What follows belongs to an exercise in optimizing a design on an open flow for small area, a short achievable clock period and few clock cycles; a production flow would make more cautious choices. The RTL was checked by simulation tests, not by an equivalence proof against the original design. Power is estimated from default activity; no workload was simulated.

==> design.v <==
module rv32i_core (
  input         clk,
  input         rst_n,
  output [31:0] imem_addr,
  input  [31:0] imem_rdata,
  output reg        dmem_valid,
  output reg        dmem_we,
  output reg [31:0] dmem_addr,
  output reg [31:0] dmem_wdata,
  output reg [3:0]  dmem_wstrb,
  input      [31:0] dmem_rdata,
  output reg        halted
);
  localparam [2:0] ST_RESET  = 3'd0;
  localparam [2:0] ST_FETCH  = 3'd1;
  localparam [2:0] ST_DECODE = 3'd2;
  localparam [2:0] ST_EXEC   = 3'd3;
  localparam [2:0] ST_MEM    = 3'd4;
  localparam [2:0] ST_WB     = 3'd5;
  reg [2:0] state;
  reg [31:0] pc;
  reg [31:0] instr;
  reg [31:0] pc_plus4;
  reg [31:0] regs[0:31];
  reg [6:0]  opcode;
  reg [2:0]  funct3;
  reg [6:0]  funct7;
  reg [4:0]  rd, rs1, rs2;
  reg [31:0] rs1_val, rs2_val;
  reg [31:0] imm_i, imm_s, imm_b, imm_u, imm_j;
  reg [31:0] alu_res;
  reg [31:0] wb_data;
  reg        wb_en;
  reg [4:0]  wb_rd;
  reg [4:0]  shamt;
  reg        branch_take;
  reg [31:0] eff_addr_load;
  reg [1:0]  eff_addr_load_lsb;
  reg [31:0] eff_addr_store;
  reg [1:0]  eff_addr_store_lsb;
  reg [31:0] load_shifted;
  reg [31:0] load_wb_data;
  reg        mem_is_load;
  reg [31:0] mem_addr;
  reg [31:0] mem_store_wdata;
  reg [3:0]  mem_store_wstrb;
  reg [2:0]  mem_funct3;
  reg [1:0]  mem_addr_lsb;
  reg [31:0] mem_load_word;
  integer i;
  function [31:0] signext;
    input [31:0] x;
    input integer bits;
    reg [31:0] mask;
    begin
      mask = 32'h1 << (bits - 1);
      signext = (x ^ mask) - mask;
    end
  endfunction
  always @* begin
    opcode = instr[6:0];
    rd     = instr[11:7];
    funct3 = instr[14:12];
    rs1    = instr[19:15];
    rs2    = instr[24:20];
    funct7 = instr[31:25];
    imm_i = signext({20'b0, instr[31:20]}, 12);
    imm_s = signext({20'b0, instr[31:25], instr[11:7]}, 12);
    imm_b = signext({19'b0, instr[31], instr[7], instr[30:25], instr[11:8], 1'b0}, 13);
    imm_u = {instr[31:12], 12'b0};
    imm_j = signext({11'b0, instr[31], instr[19:12], instr[20], instr[30:21], 1'b0}, 21);
  end
  always @* begin
    rs1_val = (rs1 == 5'd0) ? 32'b0 : regs[rs1];
    rs2_val = (rs2 == 5'd0) ? 32'b0 : regs[rs2];
  end
  always @* begin
    shamt = instr[24:20];
    eff_addr_load = rs1_val + imm_i;
    eff_addr_load_lsb = rs1_val[1:0] + imm_i[1:0];
    eff_addr_store = rs1_val + imm_s;
    eff_addr_store_lsb = rs1_val[1:0] + imm_s[1:0];
    branch_take = 1'b0;
    if (opcode == 7'b1100011) begin
      case (funct3)
        3'b000: branch_take = (rs1_val == rs2_val);  
        3'b001: branch_take = (rs1_val != rs2_val);  
        3'b100: branch_take = ($signed(rs1_val) <  $signed(rs2_val));  
        3'b101: branch_take = ($signed(rs1_val) >= $signed(rs2_val));  
        3'b110: branch_take = (rs1_val <  rs2_val);  
        3'b111: branch_take = (rs1_val >= rs2_val);  
        default: branch_take = 1'b0;
      endcase
    end
    load_shifted = mem_load_word >> (mem_addr_lsb * 8);
    load_wb_data = 32'b0;
    case (mem_funct3)
      3'b000: load_wb_data = signext({24'b0, load_shifted[7:0]}, 8);    
      3'b001: load_wb_data = signext({16'b0, load_shifted[15:0]}, 16);  
      3'b010: load_wb_data = load_shifted;                               
      3'b100: load_wb_data = {24'b0, load_shifted[7:0]};                 
      3'b101: load_wb_data = {16'b0, load_shifted[15:0]};                
      default: load_wb_data = 32'b0;
    endcase
  end
  assign imem_addr = pc;
  always @* begin
    dmem_valid = 1'b0;
    dmem_we    = 1'b0;
    dmem_addr  = 32'b0;
    dmem_wdata = 32'b0;
    dmem_wstrb = 4'b0000;
    if (state == ST_MEM) begin
      dmem_valid = 1'b1;
      dmem_we    = !mem_is_load;
      dmem_addr  = mem_addr;
      dmem_wdata = mem_store_wdata;
      dmem_wstrb = mem_store_wstrb;
    end
  end
  always @(posedge clk or negedge rst_n) begin
    if (!rst_n) begin
      state   <= ST_RESET;
      pc      <= 32'b0;
      instr   <= 32'h00000013;
      pc_plus4 <= 32'b0;
      halted  <= 1'b0;
      wb_en   <= 1'b0;
      wb_rd   <= 5'd0;
      wb_data <= 32'b0;
      mem_is_load <= 1'b1;
      mem_addr <= 32'b0;
      mem_store_wdata <= 32'b0;
      mem_store_wstrb <= 4'b0000;
      mem_funct3 <= 3'b000;
      mem_addr_lsb <= 2'b00;
      mem_load_word <= 32'b0;
      for (i = 0; i < 32; i = i + 1) regs[i] <= 32'b0;
    end else begin
      regs[0] <= 32'b0;
      if (!halted) begin
        wb_en <= 1'b0;
        case (state)
          ST_RESET: begin
            pc <= 32'b0;
            state <= ST_FETCH;
          end
          ST_FETCH: begin
            instr <= imem_rdata;
            pc_plus4 <= pc + 32'd4;
            state <= ST_DECODE;
          end
          ST_DECODE: begin
            state <= ST_EXEC;
          end
          ST_EXEC: begin
            wb_rd <= rd;
            case (opcode)
              7'b0110111: begin  
                wb_en   <= (rd != 5'd0);
                wb_data <= imm_u;
                state   <= ST_WB;
              end
              7'b0010111: begin  
                wb_en   <= (rd != 5'd0);
                wb_data <= pc + imm_u;
                state   <= ST_WB;
              end
              7'b1101111: begin  
                if (rd != 5'd0) regs[rd] <= pc_plus4;
                pc <= pc + imm_j;
                state <= ST_FETCH;
              end
              7'b1100111: begin  
                if (rd != 5'd0) regs[rd] <= pc_plus4;
                pc <= (rs1_val + imm_i) & 32'hFFFF_FFFE;
                state <= ST_FETCH;
              end
              7'b1100011: begin  
                pc <= branch_take ? (pc + imm_b) : pc_plus4;
                state <= ST_FETCH;
              end
              7'b0000011: begin  
                mem_is_load <= 1'b1;
                mem_addr  <= eff_addr_load;
                mem_store_wstrb <= 4'b0000;
                mem_funct3 <= funct3;
                mem_addr_lsb <= eff_addr_load_lsb;
                state <= ST_MEM;
              end
              7'b0100011: begin  
                mem_is_load <= 1'b0;
                mem_addr  <= eff_addr_store;
                mem_store_wdata <= rs2_val << {eff_addr_store_lsb, 3'b000};
                case (funct3)
                  3'b000: mem_store_wstrb <= (4'b0001 << eff_addr_store_lsb);  
                  3'b001: mem_store_wstrb <= eff_addr_store_lsb[1] ? 4'b1100 : 4'b0011;  
                  3'b010: mem_store_wstrb <= 4'b1111;  
                  default: mem_store_wstrb <= 4'b0000;
                endcase
                state <= ST_MEM;
              end
              7'b0010011: begin  
                case (funct3)
                  3'b000: alu_res = rs1_val + imm_i;  
                  3'b010: alu_res = ($signed(rs1_val) < $signed(imm_i)) ? 32'd1 : 32'd0;  
                  3'b011: alu_res = (rs1_val < imm_i) ? 32'd1 : 32'd0;  
                  3'b100: alu_res = rs1_val ^ imm_i;  
                  3'b110: alu_res = rs1_val | imm_i;  
                  3'b111: alu_res = rs1_val & imm_i;  
                  3'b001: alu_res = rs1_val << shamt;  
                  3'b101: begin
                    if (funct7 == 7'b0100000) alu_res = $signed(rs1_val) >>> shamt;  
                    else                      alu_res = rs1_val >> shamt;           
                  end
                  default: alu_res = 32'b0;
                endcase
                wb_en   <= (rd != 5'd0);
                wb_data <= alu_res;
                state   <= ST_WB;
              end
              7'b0110011: begin  
                case (funct3)
                  3'b000: alu_res = (funct7 == 7'b0100000) ? (rs1_val - rs2_val) : (rs1_val + rs2_val);  
                  3'b001: alu_res = rs1_val << rs2_val[4:0];  
                  3'b010: alu_res = ($signed(rs1_val) < $signed(rs2_val)) ? 32'd1 : 32'd0;  
                  3'b011: alu_res = (rs1_val < rs2_val) ? 32'd1 : 32'd0;  
                  3'b100: alu_res = rs1_val ^ rs2_val;  
                  3'b101: begin
                    if (funct7 == 7'b0100000) alu_res = $signed(rs1_val) >>> rs2_val[4:0];  
                    else                      alu_res = rs1_val >> rs2_val[4:0];           
                  end
                  3'b110: alu_res = rs1_val | rs2_val;  
                  3'b111: alu_res = rs1_val & rs2_val;  
                  default: alu_res = 32'b0;
                endcase
                wb_en   <= (rd != 5'd0);
                wb_data <= alu_res;
                state   <= ST_WB;
              end
              7'b1110011: begin
                halted <= 1'b1;
                state  <= ST_FETCH;
              end
              default: begin
                halted <= 1'b1;
                state  <= ST_FETCH;
              end
            endcase
          end
          ST_MEM: begin
            if (mem_is_load) begin
              mem_load_word <= dmem_rdata;
              state <= ST_WB;
            end else begin
              pc <= pc_plus4;
              state <= ST_FETCH;
            end
          end
          ST_WB: begin
            if (opcode == 7'b0000011) begin
              if (wb_rd != 5'd0) regs[wb_rd] <= load_wb_data;
            end else if (wb_en && (wb_rd != 5'd0)) begin
              regs[wb_rd] <= wb_data;
            end
            pc <= pc_plus4;
            state <= ST_FETCH;
          end
          default: begin
            state <= ST_FETCH;
          end
        endcase
      end
    end
  end
endmodule
==> run.sh <==
#!/bin/bash
# synth_recipe.tcl (not shown) runs the flow's synth.tcl, then flattens the netlist and writes it again
# the make line also repeats each setting of config.mk as NAME=value (left out here)
make -C /OpenROAD-flow-scripts/flow DESIGN_CONFIG=/design/flow/config.mk WORK_HOME=/design/flow/orfs CLKGATE_MAP_FILE= SYNTH_SCRIPT=/design/flow/synth_recipe.tcl finish
==> config.mk <==
export PLATFORM = sky130hd
export DESIGN_NAME = rv32i_core
export DESIGN_NICKNAME = rv32i_core
export VERILOG_FILES = /design/flow/design.v
export SDC_FILE = /design/flow/constraint.sdc
export NUM_CORES = 4
export LEC_CHECK = 0
export CAP_MARGIN = 20
export CORE_MARGIN = 2
export CORE_UTILIZATION = 25
export PLACE_DENSITY = 0.4
export SLEW_MARGIN = 20
==> constraint.sdc <==
create_clock -name core_clock -period 10.0 [get_ports {clk}]
set_input_delay 2.0000 -clock core_clock [delete_from_list [all_inputs] [get_ports {clk}]]
set_output_delay 2.0000 -clock core_clock [all_outputs]
set_load 0.01 [all_outputs]
==> run summary <==
Ports placed on the boundary: 169
Chip Height: 591.1 um
Maximum number of buffers from clock root to sink: 4
Number of hold-repair buffers added at the cts stage: 0
Synthesized flop and latch total: 1236
Dpl cells: 13640
Register clock-pin slew on the reported worst setup and hold paths: 0.06 ns
Remaining DRCs: 0
Library cells used by synthesis: 99
IO buf count: 168
Post-route ant nets: 0
Die W: 591.1 um
Global router's overall resource usage: 34.77%
Starting density of the core: 25.13%
Final period demand of the worst path: 9.005 ns
Critical path launch point type: flip-flop
Post-detailed-route wirelength per cell: 45.02 um
WHS Path Cells: 2
Post-CTS resize count: 0
Setup crit end kind: flip-flop
Critical path arrival: 9.76 ns
Top cell types by occurrence after synthesis: dfrtp_1, mux2_2, a21oi_1
Post-detailed-routing wire length: 629.0 mm
Number of instances in the synthesized netlist: 9289
Largest incremental delay on the critical path: 0.97 ns
Slew headroom: 6.491%
Cell taking the most area after synthesis: dfrtp_1
Worst Reg2Reg Path Length in Cells: 23
Layout cell share with drive strength beyond 1: 23.04%
Worst endpoint required time: 10.76 ns
Final setup TNS: 0 ns
CTS buffer count: 162
Async SR Flop Fraction: 100.0%
Number of detailed-routing iterations run before antenna repair: 9
Count of cell instances traversed by the critical path: 23
Final number of setup-violating endpoints: 0
Leakage power: 44.73 nW
Overflow left after global routing: 0
Min-Delay Path Class: flip-flop to flip-flop
Count of clock tree sinks: 1236
Setup slack of the most critical reg-to-reg path: 0.99 ns
Post-Layout Cell Count: 13970
Maximum fanout along the worst path: 56
Cell breakdown of the critical path: nand2b_1 -> nor2_4 -> buf_4 -> a22o_1 -> a221oi_1 -> nand4_1 -> nor3_1 -> nor2_1 -> inv_1 -> ha_1 -> a21o_1 -> a21oi_1 -> o21ai_0 -> o21ai_0 -> and2_1 -> o211ai_1 -> a221o_1 -> o31ai_4 -> buf_12 -> buf_4 -> nor2_1 -> a2111oi_0 -> o221ai_1
Via density per instance: 6.439
Top cells by area, synth: dfrtp_1, mux2_2, a21oi_1
Antenna violations before repair: 64
Post-layout instance area: 100700 um^2
Post-CTS setup buffer count: 0
Number of pins with negative max-slew slack in the final report: 0
Setup repair after global routing missed its margin: false
Max rail drop VDD: 0.0001646 V
EDFF count, synth: 0
Via count of the first global-routing pass: 85680
Hold Violations, Final: 0
Std-Cell Rows: 215
Final worst clock skew: 0.1004 ns
Primary flip-flop cell chosen by synthesis mapping: dfrtp_1
Violation count after the first detailed-route iteration: 13130
Cell at the root of the clock tree: clkbuf_16
HPWL after detailed placement: 446.9 mm
Standard cell core area: 343000 um^2
Wire length of the first global-routing pass: 829.4 mm
Worst-Margin Slew: 1.392 ns
Pin count of the biggest net entering global routing: 161
Share of the synthesized area in the top cell type: 35.78%
Largest delay share family, worst path: simple AND/OR/NAND/NOR gates
Net Count, Synth: 9617
Total of warnings raised by yosys: 2
Highest achievable clock rate: 0.1110 GHz
Number of vias in the routed layout: 89960
Most frequently used cell type in the post-synthesis netlist: dfrtp_1
Seq/Total Area, Yosys: 35.90%
Slowest stage cell, crit path: dfrtp_4
Max-Cap Viols: 0
Layout overhead on the synthesized area: 16.85%
DIE AREA: 349400 um^2
Clock latency on the worst-skew pair: 0.94 ns
Crit share post-route: 90.05%
Final Total Pwr: 30.46 mW
Number of buffer and inverter stages on the critical path: 4
Power Dens Cells: 302.5 nW/um^2
Result of the run: no timing/DRC/antenna violations
Layout Nets: 9573
Start-to-end type of the worst setup path: flip-flop to flip-flop
Weighted congestion reported at the end of routability-driven placement: 1.033
CTS HTree Levels: 4
Post-Synthesis Cell Area: 86180 um^2
Post-Synthesis Mean Instance Area: 9.277 um^2
TritonCTS clock tree: done
Placement Cell Area: 95130 um^2
[sequential cells by signal, indices dropped and copies added, names as in the netlist]
| register | flops |
|---|---|
| regs | 992 |
| instr | 32 |
| mem_addr | 32 |
| mem_load_word | 32 |
| mem_store_wdata | 32 |
| pc | 32 |
| pc_plus4 | 32 |
| wb_data | 32 |
| wb_rd | 5 |
| mem_store_wstrb | 4 |
| mem_funct3 | 3 |
| state | 3 |
| mem_addr_lsb | 2 |
| halted | 1 |
| mem_is_load | 1 |
| wb_en | 1 |
[report_power, final]
group          leakage (nW)  total (mW)  switching, mW  internal [mW]
registers              17.1        6.07          0.855           5.22
clock network          2.64        6.22           2.61           3.62
logic                  25.0        18.2           13.9           4.21
total                  44.7        30.5           17.4           13.0
[placed cells by master (no fill, tap or decap), drive strengths merged, types with 43 or more instances in the layout]
master	Yosys	layout
inv	187	188
ha	255	255
buf	183	500
a22oi	268	268
xnor2	122	122
nor3	141	141
nand3	303	303
a211oi	88	88
nor2	463	463
and2	93	93
nor2b	46	46
nand2	622	622
and3	439	439
mux2	1085	1085
mux2i	186	186
o21ai	452	452
a31oi	53	53
a22o	154	154
nand2b	43	43
clkdlybuf4s50	0	167
dfrtp	1232	1232
a21o	69	69
nand4	154	154
a21oi	698	698
o211ai	62	62
a2111oi	120	120
o22ai	60	60
a221oi	182	182
clkinv	11	47
clkbuf	693	221
nor4	69	69
xor2	58	58
diode	0	48
[kinds of logic after synthesis]
kind of cell	share of synthesized area, %
AND/OR/NAND/NOR	15.14
adder cells (fa/ha/maj)	3.865
buffers and inverters	4.977
multiplexers	16.92
AO/OA/AOI/OAI	21.37
flip-flops	35.90
XOR/XNOR	1.829
[stage by stage]
step                      util (%)  hold slack, ns  setup slack [ns]
after floorplan                  -          0.4418             3.472
after global placement       27.73          0.4576             1.240
after detailed placement     27.74          0.4627             1.324
after CTS                    29.31          0.4739             1.285
after global routing         29.33          0.4946             1.019
final                        29.36          0.4684            0.9949
[worst reg2reg max path, delay by kind of cell (launching register included)]
family | cells | cell delay (ns)
simple gates | 7 | 3.28
compound gates | 11 | 2.75
buf+inv | 4 | 1.37
flops | 1 | 0.97
fa+ha+maj | 1 | 0.51
[routing by layer]
metal / GRT usage (%) / vias up / routed length (um)
met5: 0 / - / 208
met4: 25.24 / 32 / 54860
li1: - / 35010 / -
met3: 7.809 / 1970 / 56950
met1: 43.87 / 46340 / 249300
met2: 52.18 / 6611 / 267700
[worst paths after layout]
path,start,endpoint
min reg2reg,mem_addr[31]$_DFFE_PN0P_,mem_addr[31]$_DFFE_PN0P_
max in group asynchronous,rst_n,regs[8][6]$_DFFE_PN0P_
min in group asynchronous,rst_n,instr[13]$_DFFE_PN0P_
min,mem_addr[31]$_DFFE_PN0P_,mem_addr[31]$_DFFE_PN0P_
max reg2reg,instr[20]$_DFFE_PN0P_,pc[5]$_DFFE_PN0P_
max,instr[20]$_DFFE_PN0P_,pc[5]$_DFFE_PN0P_
[layout make-up]
class | instances | area [um^2]
diodes | 48 | 120.1
clock buffers | 221 | 4578
clock inverters | 65 | 837.1
fillers | 36130 | 242300
inverters | 198 | 744.5
multi-input cells | 6979 | 51990
flip-flops and latches | 1236 | 30980
well taps | 4557 | 5702
repair buffers | 668 | 5746
Testbench counts, summed over its fixed seeds: cycles 267,373.

[separate check: timing with driven ports]
The results above use ideal ports. As a check the final layout listed here was re-extracted and re-timed, cells and wires unchanged.
Step 1 assumes that a clkbuf_16 drives the clock port and a buf_2 every other input.
Step 2, shift: input delay + t, output delay - t, t = (earliest + latest rising clock arrival at the registers) / 2. This alone moves slack from input paths to output paths.
Three values: ideal ports, drivers, drivers and shift; two values: the first two.
shift t [ns]: 0.997
slack for setup (ns): 0.995 / 0.995 / 0.995
clock arrival spread, ns: 0.113 / 0.114
After both steps this run still meets setup and hold. The setup slack of this run moves by 0.000 ns with the drivers and by 0.000 ns with both steps.
